Source: an optimization exercise on an open RTL-to-GDS flow (aim: small area, a short achievable clock period and few clock cycles per item). Production flows keep margins and buffers that such runs may drop. Function was checked by simulation only, so behaviour that the tests miss may differ from the original.

==> flow/design.v <==
module fmul(
    input  [7:0] b,
    input  [7:0] c,
    output [7:0] p,
    output       pz
    );
    wire [3:0] u = b[3:0];
    wire [3:0] v = c[3:0];
    wire s0 = (u[1] & v[3]) ^ (u[2] & v[2]);
    wire c0 = (u[1] & v[3]) & (u[2] & v[2]);
    wire s1 = (u[2] & v[3]) ^ (u[3] & v[2]);
    wire c1 = (u[2] & v[3]) & (u[3] & v[2]);
    wire s2 = (u[0] & v[3]) ^ (u[1] & v[2]);
    wire c2 = (u[0] & v[3]) & (u[1] & v[2]);
    wire s3 = (u[3] & v[1]) ^ u[0] ^ v[0];
    wire c3 = ((u[3] & v[1]) & u[0]) | ((u[3] & v[1]) & v[0]) | ((u[0] & v[0]));
    wire s4 = u[1] ^ v[1] ^ c0;
    wire c4 = ((u[1] & v[1])) | (u[1] & c0) | (v[1] & c0);
    wire s5 = (u[3] & v[3]) ^ u[2] ^ v[2];
    wire c5 = ((u[3] & v[3]) & u[2]) | ((u[3] & v[3]) & v[2]) | ((u[2] & v[2]));
    wire s6 = (u[0] & v[2]) ^ (u[1] & v[1]);
    wire c6 = (u[0] & v[2]) & (u[1] & v[1]);
    wire s7 = (u[2] & v[1]) ^ (u[3] & v[0]) ^ s2;
    wire c7 = ((u[2] & v[1]) & (u[3] & v[0])) | ((u[2] & v[1]) & s2) | ((u[3] & v[0]) & s2);
    wire s8 = s0 ^ c2 ^ s3;
    wire c8 = (s0 & c2) | (s0 & s3) | (c2 & s3);
    wire s9 = s1 ^ c3 ^ s4;
    wire c9 = (s1 & c3) | (s1 & s4) | (c3 & s4);
    wire s10 = c1 ^ c4 ^ s5;
    wire c10 = (c1 & c4) | (c1 & s5) | (c4 & s5);
    wire s11 = u[3] ^ v[3] ^ c5;
    wire c11 = ((u[3] & v[3])) | (u[3] & c5) | (v[3] & c5);
    wire [9:0] r0 = {1'b0, 1'b1, c10, c9, c8, c7, c6, (u[2] & v[0]), (u[0] & v[1]), (u[0] & v[0])};
    wire [9:0] r1 = {1'b0, c11, s11, s10, s9, s8, s7, s6, (u[1] & v[0]), 1'b0};
    wire [9:0] m = r0 + r1;
    wire [2:0] es  = b[6:4] + c[6:4];
    wire [2:0] pe0 = es + 3'd5;
    wire [2:0] pe1 = es + 3'd6;
    assign p = {b[7] ^ c[7], m[9] ? pe1 : pe0, m[9] ? m[8:5] : m[7:4]};
    assign pz = (b == 8'd0) || (c == 8'd0) || (p == 8'd0);
endmodule
module calc_frac_bits(
    input  [7:0] r,
    input  [7:0] p,
    input        pz,
    output [7:0] y
    );
    wire rz = (r == 8'd0);
    wire gt = (r[6:4] > p[6:4]) || ((r[6:4] == p[6:4]) && (r[3:0] > p[3:0]));
    wire r_big = pz || (!rz && gt);
    wire kill  = pz || rz;
    wire [2:0] eb = r_big ? r[6:4] : p[6:4];
    wire [3:0] fb = r_big ? r[3:0] : p[3:0];
    wire [3:0] fs = r_big ? p[3:0] : r[3:0];
    wire [3:0] de = {1'b0, r[6:4]} - {1'b0, p[6:4]};
    wire [2:0] d  = de[3] ? 3'd0 - de[2:0] : de[2:0];
    wire       sb = r_big ? r[7] : p[7];
    wire       sub = r[7] ^ p[7];
    wire [12:0] ya  = {!pz, p[3:0] & {4{!pz}}, 8'd0} >> d;
    wire [12:0] yb  = {!rz, r[3:0], 8'd0} >> d;
    wire [12:0] ysh = r_big ? ya : yb;
    wire [6:0]  yv  = {1'b0, ysh[12:7]};
    wire        stk = |ysh[6:0];
    wire [6:0]  xv  = {1'b0, 1'b1, fb, 1'b0};
    wire [6:0]  t   = xv + (yv ^ {7{sub}}) + {6'd0, sub & !stk};
    reg [2:0] ne;
    reg [3:0] nf;
    always @(*) begin
        if (t[6])      begin ne = eb + 3'd1; nf = t[5:2]; end
        else if (t[5]) begin ne = eb;        nf = t[4:1]; end
        else if (t[4]) begin ne = eb - 3'd1; nf = t[3:0]; end
        else if (t[3]) begin ne = eb - 3'd2; nf = {t[2:0], 1'b0}; end
        else           begin ne = eb - 3'd3; nf = {t[1:0], 2'b00}; end
    end
    assign y = {sb, ne, nf};
endmodule
module mac(
    input            Clk,
    input            Reset,
    input            go,
    input      [7:0] B,
    input      [7:0] C,
    output reg [7:0] Aout
    );
    wire [7:0] p;
    wire       pz;
    reg  [7:0] P;
    reg        Pz;
    wire [7:0] nxt;
    fmul u_mul(.b(B), .c(C), .p(p), .pz(pz));
    calc_frac_bits u_step(.r(Aout), .p(P), .pz(Pz), .y(nxt));
    always @(posedge Clk) begin
        P  <= p;
        Pz <= pz || !go;
        if (Reset) Aout <= 8'd0;
        else       Aout <= nxt;
    end
endmodule
module matrix(
    input clk,
    input [7:0] A00,
    input [7:0] A01,
    input [7:0] A02,
    input [7:0] A10,
    input [7:0] A11,
    input [7:0] A12,
    input [7:0] A20,
    input [7:0] A21,
    input [7:0] A22,
    input [7:0] B00,
    input [7:0] B01,
    input [7:0] B02,
    input [7:0] B10,
    input [7:0] B11,
    input [7:0] B12,
    input [7:0] B20,
    input [7:0] B21,
    input [7:0] B22,
    output[7:0] Out00,
    output[7:0] Out01,
    output[7:0] Out02,
    output[7:0] Out10,
    output[7:0] Out11,
    output[7:0] Out12,
    output[7:0] Out20,
    output[7:0] Out21,
    output[7:0] Out22,
    input Reset,
    input Load,
    output Done
    );
    reg [1:0] ph;
    assign Done = (ph == 2'd0);
    wire go = !Reset && (Done ? Load : (ph != 2'd3));
    reg [1:0] ph_n;
    always @(*) begin
        if (Reset)     ph_n = 2'd0;
        else if (Done) ph_n = Load ? 2'd1 : 2'd0;
        else           ph_n = ph + 2'd1;
    end
    reg s0, s1, s2;
    always @(posedge clk) begin
        ph <= ph_n;
        s0 <= (ph_n == 2'd0) || (ph_n == 2'd3);
        s1 <= (ph_n == 2'd1);
        s2 <= (ph_n == 2'd2);
    end
    wire [7:0] a0 = ({8{s0}} & A00) | ({8{s1}} & A01) | ({8{s2}} & A02);
    wire [7:0] a1 = ({8{s0}} & A10) | ({8{s1}} & A11) | ({8{s2}} & A12);
    wire [7:0] a2 = ({8{s0}} & A20) | ({8{s1}} & A21) | ({8{s2}} & A22);
    wire [7:0] b0 = ({8{s0}} & B00) | ({8{s1}} & B10) | ({8{s2}} & B20);
    wire [7:0] b1 = ({8{s0}} & B01) | ({8{s1}} & B11) | ({8{s2}} & B21);
    wire [7:0] b2 = ({8{s0}} & B02) | ({8{s1}} & B12) | ({8{s2}} & B22);
    mac mac_00(.Clk(clk), .Reset(Reset), .go(go), .B(a0), .C(b0), .Aout(Out00));
    mac mac_01(.Clk(clk), .Reset(Reset), .go(go), .B(a0), .C(b1), .Aout(Out01));
    mac mac_02(.Clk(clk), .Reset(Reset), .go(go), .B(a0), .C(b2), .Aout(Out02));
    mac mac_10(.Clk(clk), .Reset(Reset), .go(go), .B(a1), .C(b0), .Aout(Out10));
    mac mac_11(.Clk(clk), .Reset(Reset), .go(go), .B(a1), .C(b1), .Aout(Out11));
    mac mac_12(.Clk(clk), .Reset(Reset), .go(go), .B(a1), .C(b2), .Aout(Out12));
    mac mac_20(.Clk(clk), .Reset(Reset), .go(go), .B(a2), .C(b0), .Aout(Out20));
    mac mac_21(.Clk(clk), .Reset(Reset), .go(go), .B(a2), .C(b1), .Aout(Out21));
    mac mac_22(.Clk(clk), .Reset(Reset), .go(go), .B(a2), .C(b2), .Aout(Out22));
endmodule
==> flow/flow/run.sh <==
#!/bin/bash
# The standard layout, with four changes:
# - each port is buffered by a sky130_fd_sc_hd__buf_1 instead of the default
#   port buffer cell;
# - synthesis leaves adders to ABC instead of mapping them to the library's
#   full/half-adder cells first (ADDER_MAP_FILE empty);
# - ABC maps with flow/abc_map.script (two rounds of dch and map, with mfs2 between) instead of the
#   standard area script.
# - timing repair aims at a setup slack of 1.6 ns up to clock tree synthesis
#   and of 0.8 ns after it (SETUP_SLACK_MARGIN), so that the repair after
#   global routing does not upsize much.
# Everything else is the standard flow's synthesis (synth_recipe.tcl), so the registers
# are the standard synthesis's.
set -euo pipefail
W=$PWD
cat > "$W/own_synth.tcl" <<EOT
proc abc {args} {
  set i [lsearch -exact \$args -script]
  if {\$i >= 0} { lset args [expr {\$i + 1}] {$W/flow/abc_map.script} }
  yosys abc {*}\$args
}
source {$W/synth_recipe.tcl}
EOT
export BUFFER_PORTS_ARGS="-buffer_cell sky130_fd_sc_hd__buf_1"
bash standard.sh ADDER_MAP_FILE= SYNTH_SCRIPT="$W/own_synth.tcl" SETUP_SLACK_MARGIN=1.6 cts > standard_flow_cts.log 2>&1
bash standard.sh ADDER_MAP_FILE= SYNTH_SCRIPT="$W/own_synth.tcl" SETUP_SLACK_MARGIN=0.8 finish > standard_flow_finish.log 2>&1
==> flow/flow/abc_map.script <==
strash
dc2
dch -f
map -B 0.9
mfs2
strash
dch -f
map -B 0.9
topo
stime -c
buffer -c
upsize -c
dnsize -c
==> flow/standard.sh <==
#!/bin/bash
# synth_recipe.tcl (not shown) runs the flow's synth.tcl, then flattens the netlist and writes it again
# the make line also repeats each setting of config.mk as NAME=value (left out here)
make -C /OpenROAD-flow-scripts/flow DESIGN_CONFIG=/design/flow/config.mk WORK_HOME=/design/flow/orfs CLKGATE_MAP_FILE= SYNTH_SCRIPT=/design/flow/synth_recipe.tcl "${@:-finish}"
==> flow/config.mk <==
export PLATFORM = sky130hd
export DESIGN_NAME = matrix
export DESIGN_NICKNAME = matrix
export VERILOG_FILES = /design/flow/design.v
export SDC_FILE = /design/flow/constraint.sdc
export NUM_CORES = 4
export LEC_CHECK = 0
export ABC_AREA = 1
export CAP_MARGIN = 20
export CORE_MARGIN = 2
export CORE_UTILIZATION = 55
export CTS_BUF_LIST = sky130_fd_sc_hd__clkbuf_4 sky130_fd_sc_hd__clkbuf_8
export PLACE_DENSITY = 0.65
export SLEW_MARGIN = 20
==> flow/constraint.sdc <==
create_clock -name core_clock -period 5.0 [get_ports {clk}]
set_input_delay 1.0000 -clock core_clock [delete_from_list [all_inputs] [get_ports {clk}]]
set_output_delay 1.0000 -clock core_clock [all_outputs]
set_load 0.01 [all_outputs]
==> results of run 1 <==
[worst reg2reg max path: cells and delay by family (launching register included)]
family | cells | cell delay (ps)
buf+inv | 3 | 360
xor+xnor | 1 | 220
flops | 1 | 350
compound gates | 1 | 460
simple gates | 18 | 1970
[worst paths after layout]
check	from	cells after the start	slack [ps]	end
worst min-delay path	ph[1]	1	470	s2
worst min register to register	ph[1]	1	470	s2
worst max register to register	mac_00.Aout[4]	23	1520	mac_00.Aout[2]
worst max-delay path	A10[2]	25	1510	mac_11.Pz
[cell type report]
type | instances | area share (%)
sequential | 158 | 13.9
inverter | 501 | 8.23
tap | 511 | 2.80
clock buffer | 22 | 1.27
multi-input combinational | 3224 | 69.0
timing repair buffer | 233 | 4.28
clock inverter | 8 | 0.574
[cell families (layout without fill, tap and decap cells)]
group / Yosys count / count (layout) / share of synthesized area (%)
simple gates: 2588 / 2588 / 53.8
xor+xnor: 204 / 204 / 8.99
fa+ha+maj: 2 / 2 / 0.107
compound gates: 430 / 430 / 11.2
flops: 158 / 158 / 15.1
buf+inv: 565 / 764 / 10.8
[through the flow]
step | cells | area, um2 | setup slack, ps | utilization [%]
after floorplan | 3947 | 21000 | 1650 | -
final | 4657 | 22900 | 1510 | 60.7
after detailed placement | 4622 | 22200 | 886 | 58.8
after global routing | 4657 | 22900 | 1020 | 60.7
after global placement | 4622 | 22200 | 973 | 58.8
after CTS | 4657 | 22900 | 1580 | 60.7
[metal layers]
metal | global-route usage, % | up-vias | routed length [um]
met2 | 52.3 | 816 | 27800
li1 | - | 13000 | -
met3 | 4.68 | 79 | 4600
met1 | 43.1 | 10700 | 29500
met5 | 0 | - | 0
met4 | 8.40 | 0 | 1250
[synthesized netlist by cell type, types with 2 or more instances]
master                     number  share of area [%]
sky130_fd_sc_hd__a211oi_1       6               0.21
sky130_fd_sc_hd__a21boi_1       2              0.071
sky130_fd_sc_hd__a21o_1         7               0.25
sky130_fd_sc_hd__a21oi_1      144                3.4
sky130_fd_sc_hd__a21oi_2        6               0.25
sky130_fd_sc_hd__a31oi_1        3              0.089
sky130_fd_sc_hd__and2_1         7               0.21
sky130_fd_sc_hd__buf_1          4              0.071
sky130_fd_sc_hd__buf_2         31               0.74
sky130_fd_sc_hd__buf_4         14               0.50
sky130_fd_sc_hd__buf_6          7               0.38
sky130_fd_sc_hd__clkbuf_1       8               0.14
sky130_fd_sc_hd__clkinv_1       6               0.11
sky130_fd_sc_hd__dfxtp_1      158                 15
sky130_fd_sc_hd__inv_1        459                8.2
sky130_fd_sc_hd__inv_2         36               0.64
sky130_fd_sc_hd__maj3_2         2               0.11
sky130_fd_sc_hd__nand2_1     1540                 28
sky130_fd_sc_hd__nand2_2       65                1.9
sky130_fd_sc_hd__nand2_4        8               0.43
sky130_fd_sc_hd__nand3_1      514                 12
sky130_fd_sc_hd__nand3_2       35                1.7
sky130_fd_sc_hd__nand3b_1       3               0.11
sky130_fd_sc_hd__nand4_1       61                1.8
sky130_fd_sc_hd__nand4_2        2               0.12
sky130_fd_sc_hd__nor2_1       247                4.4
sky130_fd_sc_hd__nor2_2         9               0.27
sky130_fd_sc_hd__nor2_4         7               0.38
sky130_fd_sc_hd__nor3_1        24               0.57
sky130_fd_sc_hd__nor4_1        20               0.60
sky130_fd_sc_hd__o211ai_1       9               0.32
sky130_fd_sc_hd__o21a_1         5               0.18
sky130_fd_sc_hd__o21ai_0      190                4.5
sky130_fd_sc_hd__o21ai_1       28               0.67
sky130_fd_sc_hd__o21ai_2        9               0.38
sky130_fd_sc_hd__o21bai_1      12               0.43
sky130_fd_sc_hd__o22ai_1        5               0.15
sky130_fd_sc_hd__or2_1         14               0.42
sky130_fd_sc_hd__or2_2         23               0.69
sky130_fd_sc_hd__or4_1          2              0.071
sky130_fd_sc_hd__xnor2_1       54                2.3
sky130_fd_sc_hd__xnor2_2        4               0.31
sky130_fd_sc_hd__xor2_1       138                5.8
sky130_fd_sc_hd__xor2_2         7               0.54
[what timing repair did]
item                                    CTS  global route
gates resized for setup                  58             0
endpoints found under the setup margin  116             0
setup buffers                             5             0
hold buffers                              0             0
==> run_summary.xml, run 1 <==
<?xml version="1.0" encoding="UTF-8"?>
<metrics>
  <group name="run_status">
    <metric name="run_status" unit="">finished clean</metric>
  </group>
  <group name="clock_tree">
    <metric name="cts_tree" unit="">yes</metric>
    <metric name="cts.htree.levels" unit="">4</metric>
    <metric name="cts-root-buf" unit="">sky130_fd_sc_hd__clkbuf_8</metric>
    <metric name="cts_made_buffers" unit="">17</metric>
    <metric name="cts_buffer_depth" unit="">2</metric>
    <metric name="cts.clk_slew.worst_paths" unit="ps">90</metric>
    <metric name="cts.sinks" unit="">158</metric>
    <metric name="clock_insertion_delay_worst_skew" unit="ps">550</metric>
  </group>
  <group name="synthesis">
    <metric name="number_of_flops_mapped_to_enable_cells_by_yosys" unit="">0</metric>
    <metric name="prevailing_post_synth_register_cell" unit="">sky130_fd_sc_hd__dfxtp_1</metric>
    <metric name="yosys_warnings" unit="">3</metric>
    <metric name="netlist_area" unit="um2">21000</metric>
    <metric name="synthesis.instances" unit="">3947</metric>
    <metric name="ffs_w_async_s_r_synth" unit="%">0</metric>
    <metric name="synth-seq-area-share" unit="%">15.1</metric>
    <metric name="yosys_register_bits" unit="">158</metric>
    <metric name="synthesis.nets" unit="">4094</metric>
    <metric name="synthesis.area_per_instance" unit="um2">5.32</metric>
    <metric name="ys_types" unit="">56</metric>
  </group>
  <group name="timing">
    <metric name="final_hold_viol_count" unit="">0</metric>
    <metric name="final_period_minus_worst_setup_slack" unit="ps">3490</metric>
    <metric name="finalSetupViolCount" unit="">0</metric>
    <metric name="max_slew_margin" unit="%">53.3</metric>
    <metric name="setup-tns-final" unit="ps">0</metric>
    <metric name="tightestPinTransition" unit="ps">697</metric>
    <metric name="rsz0062_at_grt" unit="">no</metric>
    <metric name="drv_slew" unit="">0</metric>
    <metric name="post-route-period-util" unit="%">69.8</metric>
    <metric name="worst_hold_slack" unit="ps">467</metric>
    <metric name="timing.clock.skew" unit="ps">15.4</metric>
    <metric name="fmax" unit="GHz">0.287</metric>
  </group>
  <group name="drt">
    <metric name="num_vias" unit="">24500</metric>
    <metric name="detailed_route_wire_length" unit="um">63200</metric>
    <metric name="drc" unit="">0</metric>
    <metric name="vias_per_cell" unit="">5.27</metric>
    <metric name="detail_route.wl_per_cell" unit="um">13.6</metric>
    <metric name="initialDrtViolationCount" unit="">1451</metric>
    <metric name="drt_pass1_iterations" unit="">6</metric>
    <metric name="final_antenna_net_count" unit="">0</metric>
  </group>
  <group name="place">
    <metric name="hpwlAfterDp" unit="um">49900</metric>
    <metric name="io_port_bufs" unit="">219</metric>
    <metric name="gp_routability_congestion" unit="">0.965</metric>
  </group>
  <group name="critical_path">
    <metric name="crit_type" unit="">input pin to flop</metric>
    <metric name="crit_slowest_cell" unit="">sky130_fd_sc_hd__nand2_1</metric>
    <metric name="start_kind" unit="">input pin</metric>
    <metric name="worstPathBufferInverterCount" unit="">3</metric>
    <metric name="worstPathMaxFanout" unit="">12</metric>
    <metric name="cpMostUsedCell" unit="">sky130_fd_sc_hd__nand2_1</metric>
    <metric name="cp_top_family" unit="">simple AND/OR/NAND/NOR gates</metric>
    <metric name="required" unit="ps">5490</metric>
    <metric name="critPathArrivalTime" unit="ps">3980</metric>
    <metric name="cp_slowest_stage_delay" unit="ps">350</metric>
    <metric name="timing.critical_path.to_type" unit="">flop</metric>
  </group>
  <group name="cells_and_area">
    <metric name="final_cell_mix" unit="">sky130_fd_sc_hd__nand2_1, sky130_fd_sc_hd__nand3_1, sky130_fd_sc_hd__inv_1, sky130_fd_sc_hd__nor2_1, sky130_fd_sc_hd__buf_1</metric>
    <metric name="final_layout_size_suffix_gt1_share" unit="%">6.92</metric>
    <metric name="ff_latch_area" unit="um2">3180</metric>
    <metric name="layout_commonest_cell" unit="">sky130_fd_sc_hd__nand2_1</metric>
    <metric name="fill_cells" unit="">4031</metric>
    <metric name="synthToLayoutAreaGrowth" unit="%">8.91</metric>
    <metric name="multi_input_comb_area" unit="um2">15800</metric>
    <metric name="diodes" unit="">0</metric>
    <metric name="num-nets-final" unit="">4282</metric>
  </group>
  <group name="grt">
    <metric name="grt-ovfl-total" unit="">0</metric>
    <metric name="grt_start_max_net_pins" unit="">48</metric>
    <metric name="grt_pass1_vias" unit="">21400</metric>
    <metric name="grt_use_total" unit="%">31.7</metric>
    <metric name="grt_first_pass_wirelength" unit="um">102000</metric>
    <metric name="grt_antenna_before_repair" unit="">0</metric>
  </group>
  <group name="floorplan">
    <metric name="dieWidth" unit="um">199</metric>
    <metric name="die_footprint" unit="um2">39800</metric>
    <metric name="area_of_the_core_region" unit="um2">37700</metric>
    <metric name="io-pin-count" unit="">220</metric>
    <metric name="die_y" unit="um">199</metric>
    <metric name="fp-row-count" unit="">71</metric>
    <metric name="initial_utilization" unit="%">55.8</metric>
  </group>
  <group name="job">
    <metric name="max_cap_violation_count" unit="">0</metric>
  </group>
  <group name="hold_path">
    <metric name="holdCritPathClass" unit="">flop to flop</metric>
  </group>
</metrics>
Testbench counts, summed over its fixed seeds: cycles 512, items 128.
==> inputs of run 2 (changes only) <==
--- a/flow/flow/run.sh
+++ b/flow/flow/run.sh
@@ -7,5 +7,5 @@
 # - ABC maps with flow/abc_map.script (two rounds of dch and map, with mfs2 between) instead of the
 #   standard area script.
-# - timing repair aims at a setup slack of 1.6 ns up to clock tree synthesis
+# - timing repair aims at a setup slack of 1.75 ns up to clock tree synthesis
 #   and of 0.8 ns after it (SETUP_SLACK_MARGIN), so that the repair after
 #   global routing does not upsize much.
@@ -23,4 +23,4 @@
 EOT
 export BUFFER_PORTS_ARGS="-buffer_cell sky130_fd_sc_hd__buf_1"
-bash standard.sh ADDER_MAP_FILE= SYNTH_SCRIPT="$W/own_synth.tcl" SETUP_SLACK_MARGIN=1.6 cts > standard_flow_cts.log 2>&1
+bash standard.sh ADDER_MAP_FILE= SYNTH_SCRIPT="$W/own_synth.tcl" SETUP_SLACK_MARGIN=1.75 cts > standard_flow_cts.log 2>&1
 bash standard.sh ADDER_MAP_FILE= SYNTH_SCRIPT="$W/own_synth.tcl" SETUP_SLACK_MARGIN=0.8 finish > standard_flow_finish.log 2>&1
==> run 2 against run 1 <==
  * Still clean on timing, DRC and antenna
  * Via count increased by 3.6%
  * Sequential cell count unchanged
  * Hold slack improved by 14 ps
  * First-iteration DRC count is 20% higher
  * Largest cell class unchanged
  * Highest routed layer unchanged
==> run_summary.xml, run 2 <==
<?xml version="1.0" encoding="UTF-8"?>
<metrics>
  <group name="critical_path">
    <metric name="start_kind" unit="">flop</metric>
    <metric name="worst-r2r-setup-slack" unit="ps">1610</metric>
    <metric name="reg2reg_to" unit="">mac_12.Pz</metric>
    <metric name="r2r-start" unit="">s1</metric>
    <metric name="crit_start" unit="">s1</metric>
    <metric name="timing.reg2reg.worst_path_depth" unit="">24</metric>
    <metric name="crit_type" unit="">flop to flop</metric>
    <metric name="required" unit="ps">5500</metric>
    <metric name="worstPathMaxFanout" unit="">14</metric>
    <metric name="timing.critical_path.to_type" unit="">flop</metric>
    <metric name="setup.worst_path.end" unit="">mac_12.Pz</metric>
    <metric name="critPathArrivalTime" unit="ps">3890</metric>
  </group>
  <group name="timing">
    <metric name="postLayoutSetupSlackWorst" unit="ps">1610</metric>
    <metric name="rsz0062_at_grt" unit="">no</metric>
    <metric name="drv_slew" unit="">0</metric>
    <metric name="tightestPinTransition" unit="ps">732</metric>
    <metric name="timing.clock.skew" unit="ps">12.5</metric>
    <metric name="final_hold_viol_count" unit="">0</metric>
    <metric name="fmax" unit="GHz">0.295</metric>
    <metric name="max_slew_margin" unit="%">51.0</metric>
    <metric name="post-route-period-util" unit="%">67.8</metric>
    <metric name="setup-tns-final" unit="ps">0</metric>
    <metric name="worst_hold_slack" unit="ps">481</metric>
    <metric name="final_period_minus_worst_setup_slack" unit="ps">3390</metric>
    <metric name="finalSetupViolCount" unit="">0</metric>
  </group>
  <group name="clock_tree">
    <metric name="cts.htree.levels" unit="">4</metric>
    <metric name="cts-root-buf" unit="">sky130_fd_sc_hd__clkbuf_8</metric>
    <metric name="cts_tree" unit="">yes</metric>
    <metric name="cts_made_buffers" unit="">17</metric>
    <metric name="cts.clk_slew.worst_paths" unit="ps">80</metric>
    <metric name="clock_insertion_delay_worst_skew" unit="ps">560</metric>
    <metric name="cts.sinks" unit="">158</metric>
    <metric name="cts_buffer_depth" unit="">2</metric>
  </group>
  <group name="drt">
    <metric name="drc" unit="">0</metric>
    <metric name="detailed_route_wire_length" unit="um">67300</metric>
    <metric name="vias_per_cell" unit="">5.34</metric>
    <metric name="final_antenna_net_count" unit="">0</metric>
    <metric name="num_vias" unit="">25400</metric>
    <metric name="drt_pass1_iterations" unit="">6</metric>
    <metric name="initialDrtViolationCount" unit="">1739</metric>
    <metric name="detail_route.wl_per_cell" unit="um">14.1</metric>
  </group>
  <group name="grt">
    <metric name="grt_first_pass_wirelength" unit="um">109000</metric>
    <metric name="grt_pass1_vias" unit="">22500</metric>
    <metric name="grt_start_max_net_pins" unit="">48</metric>
    <metric name="grt_antenna_before_repair" unit="">0</metric>
    <metric name="grt_use_total" unit="%">34.1</metric>
    <metric name="grt-ovfl-total" unit="">0</metric>
  </group>
  <group name="job">
    <metric name="max_cap_violation_count" unit="">0</metric>
  </group>
  <group name="run_status">
    <metric name="run_status" unit="">finished clean</metric>
  </group>
  <group name="synthesis">
    <metric name="yosys_warnings" unit="">3</metric>
    <metric name="ffs_w_async_s_r_synth" unit="%">0</metric>
    <metric name="synthesis.instances" unit="">3947</metric>
    <metric name="netlist_area" unit="um2">21000</metric>
    <metric name="yosysMostFrequentCell" unit="">sky130_fd_sc_hd__nand2_1</metric>
    <metric name="synth-seq-area-share" unit="%">15.1</metric>
    <metric name="cell_taking_the_most_area_after_synthesis" unit="">sky130_fd_sc_hd__nand2_1</metric>
    <metric name="yosysTopAreaCellShare" unit="%">27.5</metric>
    <metric name="synthesis.nets" unit="">4094</metric>
    <metric name="post_synth_most_frequent_cells" unit="">sky130_fd_sc_hd__nand2_1, sky130_fd_sc_hd__nand3_1, sky130_fd_sc_hd__inv_1, sky130_fd_sc_hd__nor2_1, sky130_fd_sc_hd__o21ai_0</metric>
    <metric name="yosys_register_bits" unit="">158</metric>
    <metric name="number_of_flops_mapped_to_enable_cells_by_yosys" unit="">0</metric>
    <metric name="prevailing_post_synth_register_cell" unit="">sky130_fd_sc_hd__dfxtp_1</metric>
    <metric name="synthesis.area_per_instance" unit="um2">5.32</metric>
    <metric name="ys_types" unit="">56</metric>
    <metric name="ys_top_cells_by_area" unit="">sky130_fd_sc_hd__nand2_1, sky130_fd_sc_hd__dfxtp_1, sky130_fd_sc_hd__nand3_1, sky130_fd_sc_hd__inv_1, sky130_fd_sc_hd__xor2_1</metric>
  </group>
  <group name="hold_path">
    <metric name="startpoint_of_the_tightest_hold_check_path" unit="">ph[1]</metric>
    <metric name="holdCritPathClass" unit="">flop to flop</metric>
  </group>
  <group name="floorplan">
    <metric name="fp-row-count" unit="">71</metric>
    <metric name="die_footprint" unit="um2">39800</metric>
    <metric name="io-pin-count" unit="">220</metric>
    <metric name="initial_utilization" unit="%">55.8</metric>
    <metric name="dieWidth" unit="um">199</metric>
    <metric name="die_y" unit="um">199</metric>
    <metric name="area_of_the_core_region" unit="um2">37700</metric>
  </group>
  <group name="cells_and_area">
    <metric name="util_after_layout" unit="%">64.8</metric>
    <metric name="postLayoutCellArea" unit="um2">24400</metric>
    <metric name="fin_cells" unit="">4763</metric>
    <metric name="final_layout_size_suffix_gt1_share" unit="%">12.0</metric>
    <metric name="layout_commonest_cell" unit="">sky130_fd_sc_hd__nand2_1</metric>
    <metric name="diodes" unit="">0</metric>
    <metric name="num-nets-final" unit="">4387</metric>
    <metric name="final_cell_mix" unit="">sky130_fd_sc_hd__nand2_1, sky130_fd_sc_hd__nand3_1, sky130_fd_sc_hd__inv_1, sky130_fd_sc_hd__nor2_1, sky130_fd_sc_hd__buf_1</metric>
    <metric name="synthToLayoutAreaGrowth" unit="%">16.3</metric>
    <metric name="fill_cells" unit="">3827</metric>
  </group>
  <group name="place">
    <metric name="dp_cells" unit="">4621</metric>
    <metric name="post_dp_cell_area" unit="um2">22300</metric>
    <metric name="io_port_bufs" unit="">219</metric>
    <metric name="hpwlAfterDp" unit="um">49500</metric>
    <metric name="gp_routability_congestion" unit="">0.941</metric>
    <metric name="dp_slack" unit="ps">850</metric>
  </group>
</metrics>
==> run 2: metal layers <==
metal / global-route usage, % / vias to the layer above / wire length (um)
li1: - / 13200 / -
met1: 45.5 / 11100 / 30600
met2: 54.5 / 926 / 29100
met3: 6.14 / 122 / 5240
met4: 13.6 / 0 / 2350
met5: 0 / - / 0
==> run 2: worst min-delay path by stage <==
stage / endpoint / slack, ps / cells after the start
floorplan: ph[0] / 430 / 1
global placement: ph[0] / 440 / 1
detailed placement: ph[0] / 450 / 1
CTS: ph[0] / 470 / 1
global route: ph[0] / 490 / 1
finish: s2 / 480 / 1
==> run 2: cells by family (layout without fill, tap and decap cells) <==
logic type / count (synthesis) / after routing / synth area share, %
buffers and inverters: 565 / 864 / 10.8
DFF: 158 / 158 / 15.1
adders and majority gates: 2 / 2 / 0.107
xor gates and xnor gates: 204 / 204 / 8.99
AOI/OAI and AO/OA: 430 / 430 / 11.2
and+or+nand+nor: 2588 / 2594 / 53.8
==> run 2: critical path: stages (launching register included) <==
cell and delay, ps:
sky130_fd_sc_hd__dfxtp_4 380, sky130_fd_sc_hd__buf_4 160, sky130_fd_sc_hd__nand2_1 110, sky130_fd_sc_hd__nand3_4 240
sky130_fd_sc_hd__inv_1 280, sky130_fd_sc_hd__o22ai_1 130, sky130_fd_sc_hd__nand2_1 70, sky130_fd_sc_hd__inv_1 40
sky130_fd_sc_hd__or2_1 220, sky130_fd_sc_hd__nand2_1 80, sky130_fd_sc_hd__xnor2_1 150, sky130_fd_sc_hd__xor2_1 180
sky130_fd_sc_hd__clkinv_1 90, sky130_fd_sc_hd__nand2_1 100, sky130_fd_sc_hd__nand2_1 50, sky130_fd_sc_hd__nand2_1 90
sky130_fd_sc_hd__nand2_1 80, sky130_fd_sc_hd__nand2_2 110, sky130_fd_sc_hd__nand3_4 100, sky130_fd_sc_hd__inv_2 100
sky130_fd_sc_hd__o21ai_2 70, sky130_fd_sc_hd__nand2_1 70, sky130_fd_sc_hd__xor2_1 210, sky130_fd_sc_hd__nand3_1 110
sky130_fd_sc_hd__nand2_1 80
==> run 2: cell type report <==
cell class | count | area, um2 | share of cell area [%]
multi-input combinational | 3230 | 16400 | 67.2
sequential | 158 | 3200 | 13.1
inverter | 501 | 1890 | 7.76
timing repair buffer | 332 | 1830 | 7.49
tap | 511 | 639 | 2.62
clock buffer | 21 | 270 | 1.11
clock inverter | 10 | 164 | 0.671
==> run 2: repair_timing <==
item	in CTS	in global routing
setup endpoints to repair	135	0
setup buffers	105	0
gates resized for setup	206	0
hold buffers	0	0
==> inputs of run 3 (changes only) <==
--- a/flow/design.v
+++ b/flow/design.v
@@ -140,4 +140,5 @@
     end
     reg s0, s1, s2;
+    reg n0, n1, n2;
     always @(posedge clk) begin
         ph <= ph_n;
@@ -145,11 +146,14 @@
         s1 <= (ph_n == 2'd1);
         s2 <= (ph_n == 2'd2);
+        n0 <= !((ph_n == 2'd0) || (ph_n == 2'd3));
+        n1 <= !(ph_n == 2'd1);
+        n2 <= !(ph_n == 2'd2);
     end
     wire [7:0] a0 = ({8{s0}} & A00) | ({8{s1}} & A01) | ({8{s2}} & A02);
     wire [7:0] a1 = ({8{s0}} & A10) | ({8{s1}} & A11) | ({8{s2}} & A12);
     wire [7:0] a2 = ({8{s0}} & A20) | ({8{s1}} & A21) | ({8{s2}} & A22);
-    wire [7:0] b0 = ({8{s0}} & B00) | ({8{s1}} & B10) | ({8{s2}} & B20);
-    wire [7:0] b1 = ({8{s0}} & B01) | ({8{s1}} & B11) | ({8{s2}} & B21);
-    wire [7:0] b2 = ({8{s0}} & B02) | ({8{s1}} & B12) | ({8{s2}} & B22);
+    wire [7:0] b0 = ({8{!n0}} & B00) | ({8{!n1}} & B10) | ({8{!n2}} & B20);
+    wire [7:0] b1 = ({8{!n0}} & B01) | ({8{!n1}} & B11) | ({8{!n2}} & B21);
+    wire [7:0] b2 = ({8{!n0}} & B02) | ({8{!n1}} & B12) | ({8{!n2}} & B22);
     mac mac_00(.Clk(clk), .Reset(Reset), .go(go), .B(a0), .C(b0), .Aout(Out00));
     mac mac_01(.Clk(clk), .Reset(Reset), .go(go), .B(a0), .C(b1), .Aout(Out01));
--- a/flow/flow/run.sh
+++ b/flow/flow/run.sh
@@ -7,5 +7,5 @@
 # - ABC maps with flow/abc_map.script (two rounds of dch and map, with mfs2 between) instead of the
 #   standard area script.
-# - timing repair aims at a setup slack of 1.75 ns up to clock tree synthesis
+# - timing repair aims at a setup slack of 1.5 ns up to clock tree synthesis
 #   and of 0.8 ns after it (SETUP_SLACK_MARGIN), so that the repair after
 #   global routing does not upsize much.
@@ -23,4 +23,4 @@
 EOT
 export BUFFER_PORTS_ARGS="-buffer_cell sky130_fd_sc_hd__buf_1"
-bash standard.sh ADDER_MAP_FILE= SYNTH_SCRIPT="$W/own_synth.tcl" SETUP_SLACK_MARGIN=1.75 cts > standard_flow_cts.log 2>&1
+bash standard.sh ADDER_MAP_FILE= SYNTH_SCRIPT="$W/own_synth.tcl" SETUP_SLACK_MARGIN=1.5 cts > standard_flow_cts.log 2>&1
 bash standard.sh ADDER_MAP_FILE= SYNTH_SCRIPT="$W/own_synth.tcl" SETUP_SLACK_MARGIN=0.8 finish > standard_flow_finish.log 2>&1
==> run 3 against run 2 <==
  * Sequential share of layout area up 0.90 points
  * Via count is 2.3% lower
  * Critical path depth fell by 4
  * Global-route usage fell by 2.0 points
  * Still clean on timing, DRC and antenna
  * Core utilization is 3.5 points lower
  * Routed wire length down 2.1%
  * Die area grew 0.81%
  * Largest cell class unchanged
  * Highest routed layer unchanged
  * First-iteration DRC count rose by 5.4%
  * Clock skew increased by 10 ps
==> run_summary.xml, run 3 <==
<?xml version="1.0" encoding="UTF-8"?>
<metrics>
  <group name="run_status">
    <metric name="run_status" unit="">finished clean</metric>
  </group>
  <group name="cells_and_area">
    <metric name="final_layout_size_suffix_gt1_share" unit="%">10.7</metric>
    <metric name="util_after_layout" unit="%">61.4</metric>
    <metric name="layout_commonest_cell" unit="">sky130_fd_sc_hd__nand2_1</metric>
    <metric name="postLayoutCellArea" unit="um2">23200</metric>
    <metric name="fin_cells" unit="">4569</metric>
    <metric name="num-nets-final" unit="">4191</metric>
    <metric name="final_cell_mix" unit="">sky130_fd_sc_hd__nand2_1, sky130_fd_sc_hd__inv_1, sky130_fd_sc_hd__nand3_1, sky130_fd_sc_hd__nor2_1, sky130_fd_sc_hd__buf_1</metric>
    <metric name="synthToLayoutAreaGrowth" unit="%">9.42</metric>
  </group>
  <group name="drt">
    <metric name="vias_per_cell" unit="">5.43</metric>
    <metric name="detail_route.wl_per_cell" unit="um">14.4</metric>
    <metric name="initialDrtViolationCount" unit="">1833</metric>
    <metric name="drc" unit="">0</metric>
    <metric name="num_vias" unit="">24800</metric>
    <metric name="detailed_route_wire_length" unit="um">65900</metric>
    <metric name="drt_pass1_iterations" unit="">6</metric>
    <metric name="final_antenna_net_count" unit="">0</metric>
  </group>
  <group name="floorplan">
    <metric name="initial_utilization" unit="%">56.1</metric>
    <metric name="area_of_the_core_region" unit="um2">37800</metric>
    <metric name="dieWidth" unit="um">200</metric>
    <metric name="die_y" unit="um">200</metric>
    <metric name="die_footprint" unit="um2">40100</metric>
    <metric name="io-pin-count" unit="">220</metric>
    <metric name="fp-row-count" unit="">71</metric>
  </group>
  <group name="synthesis">
    <metric name="yosysMostFrequentCell" unit="">sky130_fd_sc_hd__nand2_1</metric>
    <metric name="netlist_area" unit="um2">21200</metric>
    <metric name="yosysTopAreaCellShare" unit="%">24.2</metric>
    <metric name="ys_top_cells_by_area" unit="">sky130_fd_sc_hd__nand2_1, sky130_fd_sc_hd__dfxtp_1, sky130_fd_sc_hd__nand3_1, sky130_fd_sc_hd__inv_1, sky130_fd_sc_hd__xor2_1</metric>
    <metric name="post_synth_most_frequent_cells" unit="">sky130_fd_sc_hd__nand2_1, sky130_fd_sc_hd__inv_1, sky130_fd_sc_hd__nand3_1, sky130_fd_sc_hd__nor2_1, sky130_fd_sc_hd__o21ai_0</metric>
    <metric name="synthesis.area_per_instance" unit="um2">5.52</metric>
    <metric name="yosys_register_bits" unit="">161</metric>
    <metric name="synth-seq-area-share" unit="%">15.2</metric>
    <metric name="synthesis.nets" unit="">3981</metric>
    <metric name="prevailing_post_synth_register_cell" unit="">sky130_fd_sc_hd__dfxtp_1</metric>
    <metric name="yosys_warnings" unit="">3</metric>
    <metric name="ffs_w_async_s_r_synth" unit="%">0</metric>
    <metric name="cell_taking_the_most_area_after_synthesis" unit="">sky130_fd_sc_hd__nand2_1</metric>
    <metric name="ys_types" unit="">56</metric>
    <metric name="number_of_flops_mapped_to_enable_cells_by_yosys" unit="">0</metric>
    <metric name="synthesis.instances" unit="">3834</metric>
  </group>
  <group name="hold_path">
    <metric name="holdCritPathClass" unit="">flop to flop</metric>
    <metric name="holdPathEnd" unit="">n2</metric>
    <metric name="startpoint_of_the_tightest_hold_check_path" unit="">ph[0]</metric>
    <metric name="holdPathStages" unit="">1</metric>
  </group>
  <group name="timing">
    <metric name="drv_slew" unit="">0</metric>
    <metric name="finalSetupViolCount" unit="">0</metric>
    <metric name="rsz0062_at_grt" unit="">no</metric>
    <metric name="fmax" unit="GHz">0.273</metric>
    <metric name="final_hold_viol_count" unit="">0</metric>
    <metric name="worst_hold_slack" unit="ps">491</metric>
    <metric name="max_slew_margin" unit="%">20.9</metric>
    <metric name="post-route-period-util" unit="%">73.3</metric>
    <metric name="setup-tns-final" unit="ps">0</metric>
    <metric name="final_period_minus_worst_setup_slack" unit="ps">3660</metric>
    <metric name="postLayoutSetupSlackWorst" unit="ps">1340</metric>
    <metric name="timing.clock.skew" unit="ps">22.6</metric>
    <metric name="tightestPinTransition" unit="ps">1190</metric>
  </group>
  <group name="clock_tree">
    <metric name="cts.clk_slew.worst_paths" unit="ps">90</metric>
    <metric name="cts.htree.levels" unit="">4</metric>
    <metric name="clock_insertion_delay_worst_skew" unit="ps">560</metric>
    <metric name="cts_made_buffers" unit="">17</metric>
    <metric name="cts_buffer_depth" unit="">2</metric>
    <metric name="cts-root-buf" unit="">sky130_fd_sc_hd__clkbuf_8</metric>
    <metric name="cts.sinks" unit="">161</metric>
    <metric name="cts-hold-fix-buffers" unit="">0</metric>
    <metric name="cts_tree" unit="">yes</metric>
  </group>
  <group name="grt">
    <metric name="grt_pass1_vias" unit="">22400</metric>
    <metric name="grt_busiest_layer" unit="">met2</metric>
    <metric name="grt_start_max_net_pins" unit="">50</metric>
    <metric name="grt_use_total" unit="%">32.1</metric>
    <metric name="grt_first_pass_wirelength" unit="um">106000</metric>
    <metric name="met2_resource_use_gr" unit="%">52.0</metric>
    <metric name="grt_antenna_before_repair" unit="">4</metric>
    <metric name="grt-ovfl-total" unit="">0</metric>
    <metric name="met1_track_usage_gr" unit="%">42.4</metric>
    <metric name="met3_usage" unit="%">7.03</metric>
  </group>
  <group name="critical_path">
    <metric name="crit_path_cell_trace" unit="">inv_6 &gt; nand2_1 &gt; nand3_4 &gt; inv_1 &gt; o21ai_0 &gt; nand2_1 &gt; xnor2_1 &gt; a21oi_1 &gt; or2_2 &gt; o21ai_1 &gt; nand2_1 &gt; nand3_1 &gt; nand4_1 &gt; nand2_1 &gt; nor2_2 &gt; nand2_1 &gt; o21ai_0 &gt; nor4_1 &gt; nand3_1 &gt; nand2_1</metric>
    <metric name="cp_slowest_stage_delay" unit="ps">390</metric>
    <metric name="worstPathMaxFanout" unit="">24</metric>
    <metric name="start_kind" unit="">flop</metric>
    <metric name="r2r-start" unit="">n0</metric>
    <metric name="required" unit="ps">5490</metric>
    <metric name="cpMostUsedCell" unit="">sky130_fd_sc_hd__nand2_1</metric>
    <metric name="reg2reg_to" unit="">mac_20.Pz</metric>
    <metric name="worst-r2r-setup-slack" unit="ps">1340</metric>
    <metric name="crit_type" unit="">flop to flop</metric>
    <metric name="timing.reg2reg.worst_path_depth" unit="">20</metric>
    <metric name="timing.critical_path.to_type" unit="">flop</metric>
    <metric name="crit_slowest_cell" unit="">sky130_fd_sc_hd__o21ai_0</metric>
    <metric name="critPathArrivalTime" unit="ps">4160</metric>
  </group>
  <group name="place">
    <metric name="gp_routability_congestion" unit="">0.988</metric>
    <metric name="post_dp_cell_area" unit="um2">22300</metric>
    <metric name="dp_cells" unit="">4508</metric>
    <metric name="dp_slack" unit="ps">596</metric>
    <metric name="io_port_bufs" unit="">219</metric>
    <metric name="hpwlAfterDp" unit="um">51900</metric>
  </group>
  <group name="job">
    <metric name="max_cap_violation_count" unit="">0</metric>
  </group>
</metrics>
## run 3: changes by cell type in the layout (fill, tap and decap cells not counted), moves of 15 or more
cell / before / now
sky130_fd_sc_hd__nand3_1: 503 / 397
sky130_fd_sc_hd__nor2_1: 244 / 275
sky130_fd_sc_hd__nand2_1: 1477 / 1359
sky130_fd_sc_hd__o21ai_1: 45 / 83
sky130_fd_sc_hd__nand2_4: 38 / 19
sky130_fd_sc_hd__nor2_2: 10 / 25
sky130_fd_sc_hd__a21oi_1: 142 / 122
sky130_fd_sc_hd__dfxtp_1: 137 / 153
sky130_fd_sc_hd__buf_4: 95 / 44
sky130_fd_sc_hd__nand3_4: 28 / 9
## run 3: area by class of cell
type / count / area [um2]
well taps: 511 / 639
clock inverters: 13 / 199
clock buffers: 19 / 262
repair inverters: 2 / 7.51
inverters: 506 / 1930
fillers: 3810 / 14600
multi-input cells: 3089 / 15700
flip-flops and latches: 161 / 3250
diodes: 1 / 2.50
repair buffers: 267 / 1220
## run 3: worst max path at each step
stage               cells after the start           start  slack (ps)        endpoint
floorplan                              23          B10[2]        1520       mac_00.Pz
global placement                       24          B22[1]         740       mac_22.Pz
detailed placement                     24          B22[1]         600       mac_22.Pz
CTS                                    25              s0        1430       mac_12.Pz
global route                           33  mac_10.Aout[4]         830  mac_10.Aout[5]
finish                                 20              n0        1340       mac_20.Pz
## run 3: worst max-delay path: cells and delay by family, from the launching register on
kind,cells,cell delay (ps)
flops,1,350
compound gates,4,740
xor+xnor,1,220
simple gates,13,1850
buf+inv,2,430
## run 3: repair_timing
action / CTS / global route
endpoints found under the setup margin: 101 / 0
buffers inserted: 26 / 0
resized for setup: 67 / 0
endpoints found under the hold margin: 0 / 0
## run 3: cells by family (layout without fill, tap and decap cells)
logic type               after synthesis  in the layout  synth area share (%)
AO/OA/AOI/OAI                        476            476                  12.6
XOR/XNOR                             218            218                  10.2
adder cells (fa/ha/maj)                3              3                 0.154
buffers and inverters                584            807                  11.5
flip-flops                           161            161                  15.2
other                                  0              1                     0
AND/OR/NAND/NOR                     2392           2392                  50.3
## run 3: routing by layer
layer,share of wire [%],up-vias
met4,2.1,0
met2,44,971
met5,0,-
met3,9.4,115
li1,-,12600
met1,44,11100
Testbench counts of run 3, summed over its fixed seeds: cycles 512, items 128.
==> inputs of run 4 (changes only) <==
--- a/flow/design.v
+++ b/flow/design.v
@@ -46,30 +46,31 @@
     output [7:0] y
     );
-    wire rz = (r == 8'd0);
-    wire gt = (r[6:4] > p[6:4]) || ((r[6:4] == p[6:4]) && (r[3:0] > p[3:0]));
-    wire r_big = pz || (!rz && gt);
-    wire kill  = pz || rz;
-    wire [2:0] eb = r_big ? r[6:4] : p[6:4];
-    wire [3:0] fb = r_big ? r[3:0] : p[3:0];
-    wire [3:0] fs = r_big ? p[3:0] : r[3:0];
-    wire [3:0] de = {1'b0, r[6:4]} - {1'b0, p[6:4]};
-    wire [2:0] d  = de[3] ? 3'd0 - de[2:0] : de[2:0];
-    wire       sb = r_big ? r[7] : p[7];
-    wire       sub = r[7] ^ p[7];
-    wire [12:0] ya  = {!pz, p[3:0] & {4{!pz}}, 8'd0} >> d;
-    wire [12:0] yb  = {!rz, r[3:0], 8'd0} >> d;
-    wire [12:0] ysh = r_big ? ya : yb;
+    wire rz   = (r == 8'd0);
+    wire kill = pz || rz;     
+    wire sub  = r[7] ^ p[7];
+    wire       ge = (r[6:4] >= p[6:4]);
+    wire       xr = pz || (!rz && ge);
+    wire [2:0] d  = ge ? r[6:4] - p[6:4] : p[6:4] - r[6:4];
+    wire [2:0] ex = xr ? r[6:4] : p[6:4];
+    wire [3:0] fx = xr ? r[3:0] : p[3:0];
+    wire [3:0] fy = xr ? p[3:0] : r[3:0];
+    wire [4:0]  ms  = kill ? 5'd0 : {1'b1, fy};
+    wire [12:0] ysh = {ms, 8'd0} >> d;     
     wire [6:0]  yv  = {1'b0, ysh[12:7]};
     wire        stk = |ysh[6:0];
-    wire [6:0]  xv  = {1'b0, 1'b1, fb, 1'b0};
-    wire [6:0]  t   = xv + (yv ^ {7{sub}}) + {6'd0, sub & !stk};
+    wire [6:0]  xv  = {1'b0, 1'b1, fx, 1'b0};
+    wire [6:0]  t1  = xv + (yv ^ {7{sub}}) + {6'd0, sub & !stk};
+    wire       eqs = !kill && sub && (r[6:4] == p[6:4]) && (p[3:0] >= r[3:0]);
+    wire [3:0] fd  = p[3:0] - r[3:0];
+    wire [6:0] t   = eqs ? {2'b00, fd, 1'b0} : t1;
+    wire       sb  = (xr && !eqs) ? r[7] : p[7];
     reg [2:0] ne;
     reg [3:0] nf;
     always @(*) begin
-        if (t[6])      begin ne = eb + 3'd1; nf = t[5:2]; end
-        else if (t[5]) begin ne = eb;        nf = t[4:1]; end
-        else if (t[4]) begin ne = eb - 3'd1; nf = t[3:0]; end
-        else if (t[3]) begin ne = eb - 3'd2; nf = {t[2:0], 1'b0}; end
-        else           begin ne = eb - 3'd3; nf = {t[1:0], 2'b00}; end
+        if (t[6])      begin ne = ex + 3'd1; nf = t[5:2]; end
+        else if (t[5]) begin ne = ex;        nf = t[4:1]; end
+        else if (t[4]) begin ne = ex - 3'd1; nf = t[3:0]; end
+        else if (t[3]) begin ne = ex - 3'd2; nf = {t[2:0], 1'b0}; end
+        else           begin ne = ex - 3'd3; nf = {t[1:0], 2'b00}; end
     end
     assign y = {sb, ne, nf};
@@ -140,5 +141,4 @@
     end
     reg s0, s1, s2;
-    reg n0, n1, n2;
     always @(posedge clk) begin
         ph <= ph_n;
@@ -146,14 +146,11 @@
         s1 <= (ph_n == 2'd1);
         s2 <= (ph_n == 2'd2);
-        n0 <= !((ph_n == 2'd0) || (ph_n == 2'd3));
-        n1 <= !(ph_n == 2'd1);
-        n2 <= !(ph_n == 2'd2);
     end
     wire [7:0] a0 = ({8{s0}} & A00) | ({8{s1}} & A01) | ({8{s2}} & A02);
     wire [7:0] a1 = ({8{s0}} & A10) | ({8{s1}} & A11) | ({8{s2}} & A12);
     wire [7:0] a2 = ({8{s0}} & A20) | ({8{s1}} & A21) | ({8{s2}} & A22);
-    wire [7:0] b0 = ({8{!n0}} & B00) | ({8{!n1}} & B10) | ({8{!n2}} & B20);
-    wire [7:0] b1 = ({8{!n0}} & B01) | ({8{!n1}} & B11) | ({8{!n2}} & B21);
-    wire [7:0] b2 = ({8{!n0}} & B02) | ({8{!n1}} & B12) | ({8{!n2}} & B22);
+    wire [7:0] b0 = ({8{s0}} & B00) | ({8{s1}} & B10) | ({8{s2}} & B20);
+    wire [7:0] b1 = ({8{s0}} & B01) | ({8{s1}} & B11) | ({8{s2}} & B21);
+    wire [7:0] b2 = ({8{s0}} & B02) | ({8{s1}} & B12) | ({8{s2}} & B22);
     mac mac_00(.Clk(clk), .Reset(Reset), .go(go), .B(a0), .C(b0), .Aout(Out00));
     mac mac_01(.Clk(clk), .Reset(Reset), .go(go), .B(a0), .C(b1), .Aout(Out01));
--- a/flow/config.mk
+++ b/flow/config.mk
@@ -9,6 +9,5 @@
 export CAP_MARGIN = 20
 export CORE_MARGIN = 2
-export CORE_UTILIZATION = 55
+export CORE_UTILIZATION = 40
 export CTS_BUF_LIST = sky130_fd_sc_hd__clkbuf_4 sky130_fd_sc_hd__clkbuf_8
-export PLACE_DENSITY = 0.65
 export SLEW_MARGIN = 20
==> run 4 against run 3 <==
  * Setup slack improved by 140 ps
  * Via count fell by 1.7%
  * Highest routed layer unchanged
  * Sequential cell count is 3 lower
  * Fmax increased by 4.1%
  * Non-clock buffer count fell by 40
  * Critical path depth rose by 2
  * Die area grew 37%
  * Routed wire length shrank 2.0%
==> run_summary.xml, run 4 <==
<?xml version="1.0" encoding="UTF-8"?>
<metrics>
  <group name="drt">
    <metric name="drc" unit="">0</metric>
    <metric name="detailed_route_wire_length" unit="um">64600</metric>
    <metric name="vias_per_cell" unit="">4.99</metric>
    <metric name="initialDrtViolationCount" unit="">1784</metric>
    <metric name="final_antenna_net_count" unit="">0</metric>
    <metric name="num_vias" unit="">24400</metric>
    <metric name="drt_pass1_iterations" unit="">6</metric>
    <metric name="detail_route.wl_per_cell" unit="um">13.2</metric>
  </group>
  <group name="clock_tree">
    <metric name="cts-hold-fix-buffers" unit="">0</metric>
    <metric name="clock_insertion_delay_worst_skew" unit="ps">570</metric>
    <metric name="cts.sinks" unit="">158</metric>
    <metric name="cts_tree" unit="">yes</metric>
    <metric name="cts.clk_slew.worst_paths" unit="ps">90</metric>
    <metric name="cts.htree.levels" unit="">4</metric>
    <metric name="cts_buffer_depth" unit="">2</metric>
    <metric name="post-cts-setup-buffers" unit="">0</metric>
    <metric name="cts_made_buffers" unit="">17</metric>
    <metric name="post_cts_resize_count" unit="">25</metric>
    <metric name="cts-root-buf" unit="">sky130_fd_sc_hd__clkbuf_8</metric>
  </group>
  <group name="grt">
    <metric name="grt_first_pass_wirelength" unit="um">103000</metric>
    <metric name="grt_busiest_layer" unit="">met2</metric>
    <metric name="grt_pass1_vias" unit="">20800</metric>
    <metric name="grt_start_max_net_pins" unit="">55</metric>
    <metric name="grt_antenna_before_repair" unit="">1</metric>
    <metric name="met1_track_usage_gr" unit="%">31.5</metric>
    <metric name="met2_resource_use_gr" unit="%">37.8</metric>
    <metric name="grt_use_total" unit="%">23.3</metric>
    <metric name="grt-ovfl-total" unit="">0</metric>
    <metric name="met3_usage" unit="%">4.00</metric>
  </group>
  <group name="timing">
    <metric name="final_hold_viol_count" unit="">0</metric>
    <metric name="final_period_minus_worst_setup_slack" unit="ps">3520</metric>
    <metric name="drv_slew" unit="">0</metric>
    <metric name="setup-tns-final" unit="ps">0</metric>
    <metric name="timing.clock.skew" unit="ps">19.8</metric>
    <metric name="max_slew_margin" unit="%">23.6</metric>
    <metric name="rsz0062_at_grt" unit="">no</metric>
    <metric name="fmax" unit="GHz">0.284</metric>
    <metric name="finalSetupViolCount" unit="">0</metric>
    <metric name="post-route-period-util" unit="%">70.4</metric>
    <metric name="tightestPinTransition" unit="ps">1130</metric>
  </group>
  <group name="synthesis">
    <metric name="number_of_flops_mapped_to_enable_cells_by_yosys" unit="">0</metric>
    <metric name="ys_top_cells_by_area" unit="">sky130_fd_sc_hd__nand2_1, sky130_fd_sc_hd__dfxtp_1, sky130_fd_sc_hd__nand3_1, sky130_fd_sc_hd__inv_1, sky130_fd_sc_hd__nor2_1</metric>
    <metric name="synthesis.nets" unit="">4166</metric>
    <metric name="synthesis.instances" unit="">4019</metric>
    <metric name="ys_types" unit="">57</metric>
    <metric name="synthesis.area_per_instance" unit="um2">5.27</metric>
    <metric name="netlist_area" unit="um2">21200</metric>
    <metric name="yosys_register_bits" unit="">158</metric>
    <metric name="synth-seq-area-share" unit="%">14.9</metric>
    <metric name="post_synth_most_frequent_cells" unit="">sky130_fd_sc_hd__nand2_1, sky130_fd_sc_hd__inv_1, sky130_fd_sc_hd__nand3_1, sky130_fd_sc_hd__nor2_1, sky130_fd_sc_hd__o21ai_0</metric>
    <metric name="yosysTopAreaCellShare" unit="%">27.0</metric>
    <metric name="yosys_warnings" unit="">3</metric>
    <metric name="cell_taking_the_most_area_after_synthesis" unit="">sky130_fd_sc_hd__nand2_1</metric>
    <metric name="ffs_w_async_s_r_synth" unit="%">0</metric>
    <metric name="yosysMostFrequentCell" unit="">sky130_fd_sc_hd__nand2_1</metric>
    <metric name="prevailing_post_synth_register_cell" unit="">sky130_fd_sc_hd__dfxtp_1</metric>
  </group>
  <group name="place">
    <metric name="post_dp_cell_area" unit="um2">22500</metric>
    <metric name="gp_routability_congestion" unit="">0.914</metric>
    <metric name="hpwlAfterDp" unit="um">52100</metric>
    <metric name="io_port_bufs" unit="">219</metric>
  </group>
  <group name="critical_path">
    <metric name="timing.critical_path.to_type" unit="">flop</metric>
    <metric name="worstPathMaxFanout" unit="">12</metric>
    <metric name="start_kind" unit="">input pin</metric>
    <metric name="required" unit="ps">5480</metric>
    <metric name="critPathArrivalTime" unit="ps">4000</metric>
    <metric name="crit_type" unit="">input pin to flop</metric>
  </group>
  <group name="hold_path">
    <metric name="holdCritPathClass" unit="">flop to flop</metric>
  </group>
  <group name="floorplan">
    <metric name="initial_utilization" unit="%">40.4</metric>
    <metric name="fp-row-count" unit="">84</metric>
    <metric name="die_footprint" unit="um2">54800</metric>
    <metric name="dieWidth" unit="um">234</metric>
    <metric name="area_of_the_core_region" unit="um2">52400</metric>
    <metric name="io-pin-count" unit="">220</metric>
    <metric name="die_y" unit="um">234</metric>
  </group>
  <group name="cells_and_area">
    <metric name="postLayoutCellArea" unit="um2">23000</metric>
    <metric name="layout_commonest_cell" unit="">sky130_fd_sc_hd__nand2_1</metric>
    <metric name="ff_latch_area" unit="um2">3170</metric>
    <metric name="multi_input_comb_area" unit="um2">15600</metric>
    <metric name="final_layout_size_suffix_gt1_share" unit="%">5.73</metric>
    <metric name="num-nets-final" unit="">4339</metric>
    <metric name="synthToLayoutAreaGrowth" unit="%">8.64</metric>
    <metric name="final_cell_mix" unit="">sky130_fd_sc_hd__nand2_1, sky130_fd_sc_hd__inv_1, sky130_fd_sc_hd__nand3_1, sky130_fd_sc_hd__nor2_1, sky130_fd_sc_hd__buf_1</metric>
    <metric name="fill_cells" unit="">5865</metric>
  </group>
  <group name="run_status">
    <metric name="run_status" unit="">finished clean</metric>
  </group>
  <group name="job">
    <metric name="max_cap_violation_count" unit="">0</metric>
  </group>
</metrics>
run 4: changes by cell type after synthesis, moves of 20 or more:
cell,delta
sky130_fd_sc_hd__nand4_1,-20
sky130_fd_sc_hd__inv_2,-30
sky130_fd_sc_hd__xnor2_1,+21
sky130_fd_sc_hd__o21ai_1,-28
sky130_fd_sc_hd__nor2_1,+96
sky130_fd_sc_hd__inv_1,+49
sky130_fd_sc_hd__nand2_1,+158
sky130_fd_sc_hd__nand3_1,+33
run 4: logic make-up (layout without fill, tap and decap cells):
kind of cell	Yosys count	count (layout)	synth area share, %
flip-flops	158	158	14.9
XOR/XNOR	219	219	9.26
buffers and inverters	602	788	11.6
adder cells (fa/ha/maj)	6	6	0.284
AO/OA/AOI/OAI	435	435	11.1
AND/OR/NAND/NOR	2599	2599	52.8
other	0	1	0
run 4: layout make-up:
type | count | share of cell area, %
Tap cell | 688 | 3.74
Timing Repair Buffer | 227 | 3.93
Antenna cell | 1 | 0.0109
Clock buffer | 18 | 1.05
Multi-Input combinational cell | 3259 | 67.9
Inverter | 529 | 8.63
Clock inverter | 14 | 0.941
Sequential cell | 158 | 13.8
run 4: worst max-delay path, cell delays in order:
cell and delay [ps]:
sky130_fd_sc_hd__buf_1 70, sky130_fd_sc_hd__nand2_1 50, sky130_fd_sc_hd__nand3_1 470, sky130_fd_sc_hd__inv_1 440, sky130_fd_sc_hd__nand2_1 140, sky130_fd_sc_hd__a22o_1 220
sky130_fd_sc_hd__nand2_1 70, sky130_fd_sc_hd__xnor2_1 150, sky130_fd_sc_hd__xor2_1 230, sky130_fd_sc_hd__inv_1 60, sky130_fd_sc_hd__nand2_1 60, sky130_fd_sc_hd__nand2_1 70
sky130_fd_sc_hd__nand2_2 80, sky130_fd_sc_hd__nand2_1 60, sky130_fd_sc_hd__nand2_2 70, sky130_fd_sc_hd__nand2_2 90, sky130_fd_sc_hd__nor2_4 160, sky130_fd_sc_hd__o21ai_2 100
sky130_fd_sc_hd__nand2_1 80, sky130_fd_sc_hd__xor2_1 140, sky130_fd_sc_hd__inv_1 70, sky130_fd_sc_hd__o21ai_1 130
run 4: final timing paths:
| check | from | end | slack, ps | cells past startpoint |
|---|---|---|---|---|
| worst max-delay path | B10[0] | mac_00.Pz | 1480 | 22 |
| worst min-delay path | ph[1] | s2 | 460 | 1 |
| worst max register to register | s1 | mac_01.Pz | 1480 | 21 |
| worst min register to register | ph[1] | s2 | 460 | 1 |
run 4: layer usage:
metal / vias to the layer above / share of wire [%]
li1: 13000 / -
met1: 10600 / 48
met2: 697 / 44
met3: 89 / 6.2
met4: 0 / 2.1
met5: - / 0
run 4: stage by stage:
stage | util [%] | setup WS [ps] | hold slack [ps] | cells
after floorplan | - | 1620 | 426 | 4019
after global placement | 42.8 | 852 | 445 | 4861
after detailed placement | 42.8 | 816 | 454 | 4861
after CTS | 43.9 | 1450 | 469 | 4893
after global routing | 43.9 | 855 | 486 | 4894
final | 43.9 | 1480 | 464 | 4894
Testbench counts of run 4, summed over its fixed seeds: cycles 512, items 128.

-- static timing again, ports no longer ideal --
No port has a modelled driver above. Below, the same layouts with a new extraction and two added sets of constraints.
Step 1, drivers: a clkbuf_16 drives clk and a buf_2 each remaining input, both assumed.
Step 2 times the ports against the registers' clock, not the clock port: input delays grow and output delays shrink by t, the midpoint of the rising clock arrivals with the driver on.
Three values: ideal ports, drivers, drivers and shift; two values: the first two.
run	t (ns)	slack for setup (ns)	hold WS [ns]	worst setup path at the end	clock arrival spread, ns
run 1	0.595	1.512 / 1.522 / 0.941	0.467 / 0.467 / 0.467	input to register	0.017 / 0.017
run 2	0.613	1.609 / 1.608 / 1.066	0.481 / 0.481 / 0.481	input to register	0.013 / 0.013
run 3	0.604	1.336 / 1.336 / 0.773	0.491 / 0.491 / 0.491	input to register	0.023 / 0.022
run 4	0.605	1.479 / 1.482 / 0.905	0.464 / 0.464 / 0.464	input to register	0.022 / 0.023
After both steps every run listed still meets setup and hold. The setup slack of run 4, which loses most, moves by +0.003 ns with the drivers and by -0.574 ns with both steps.
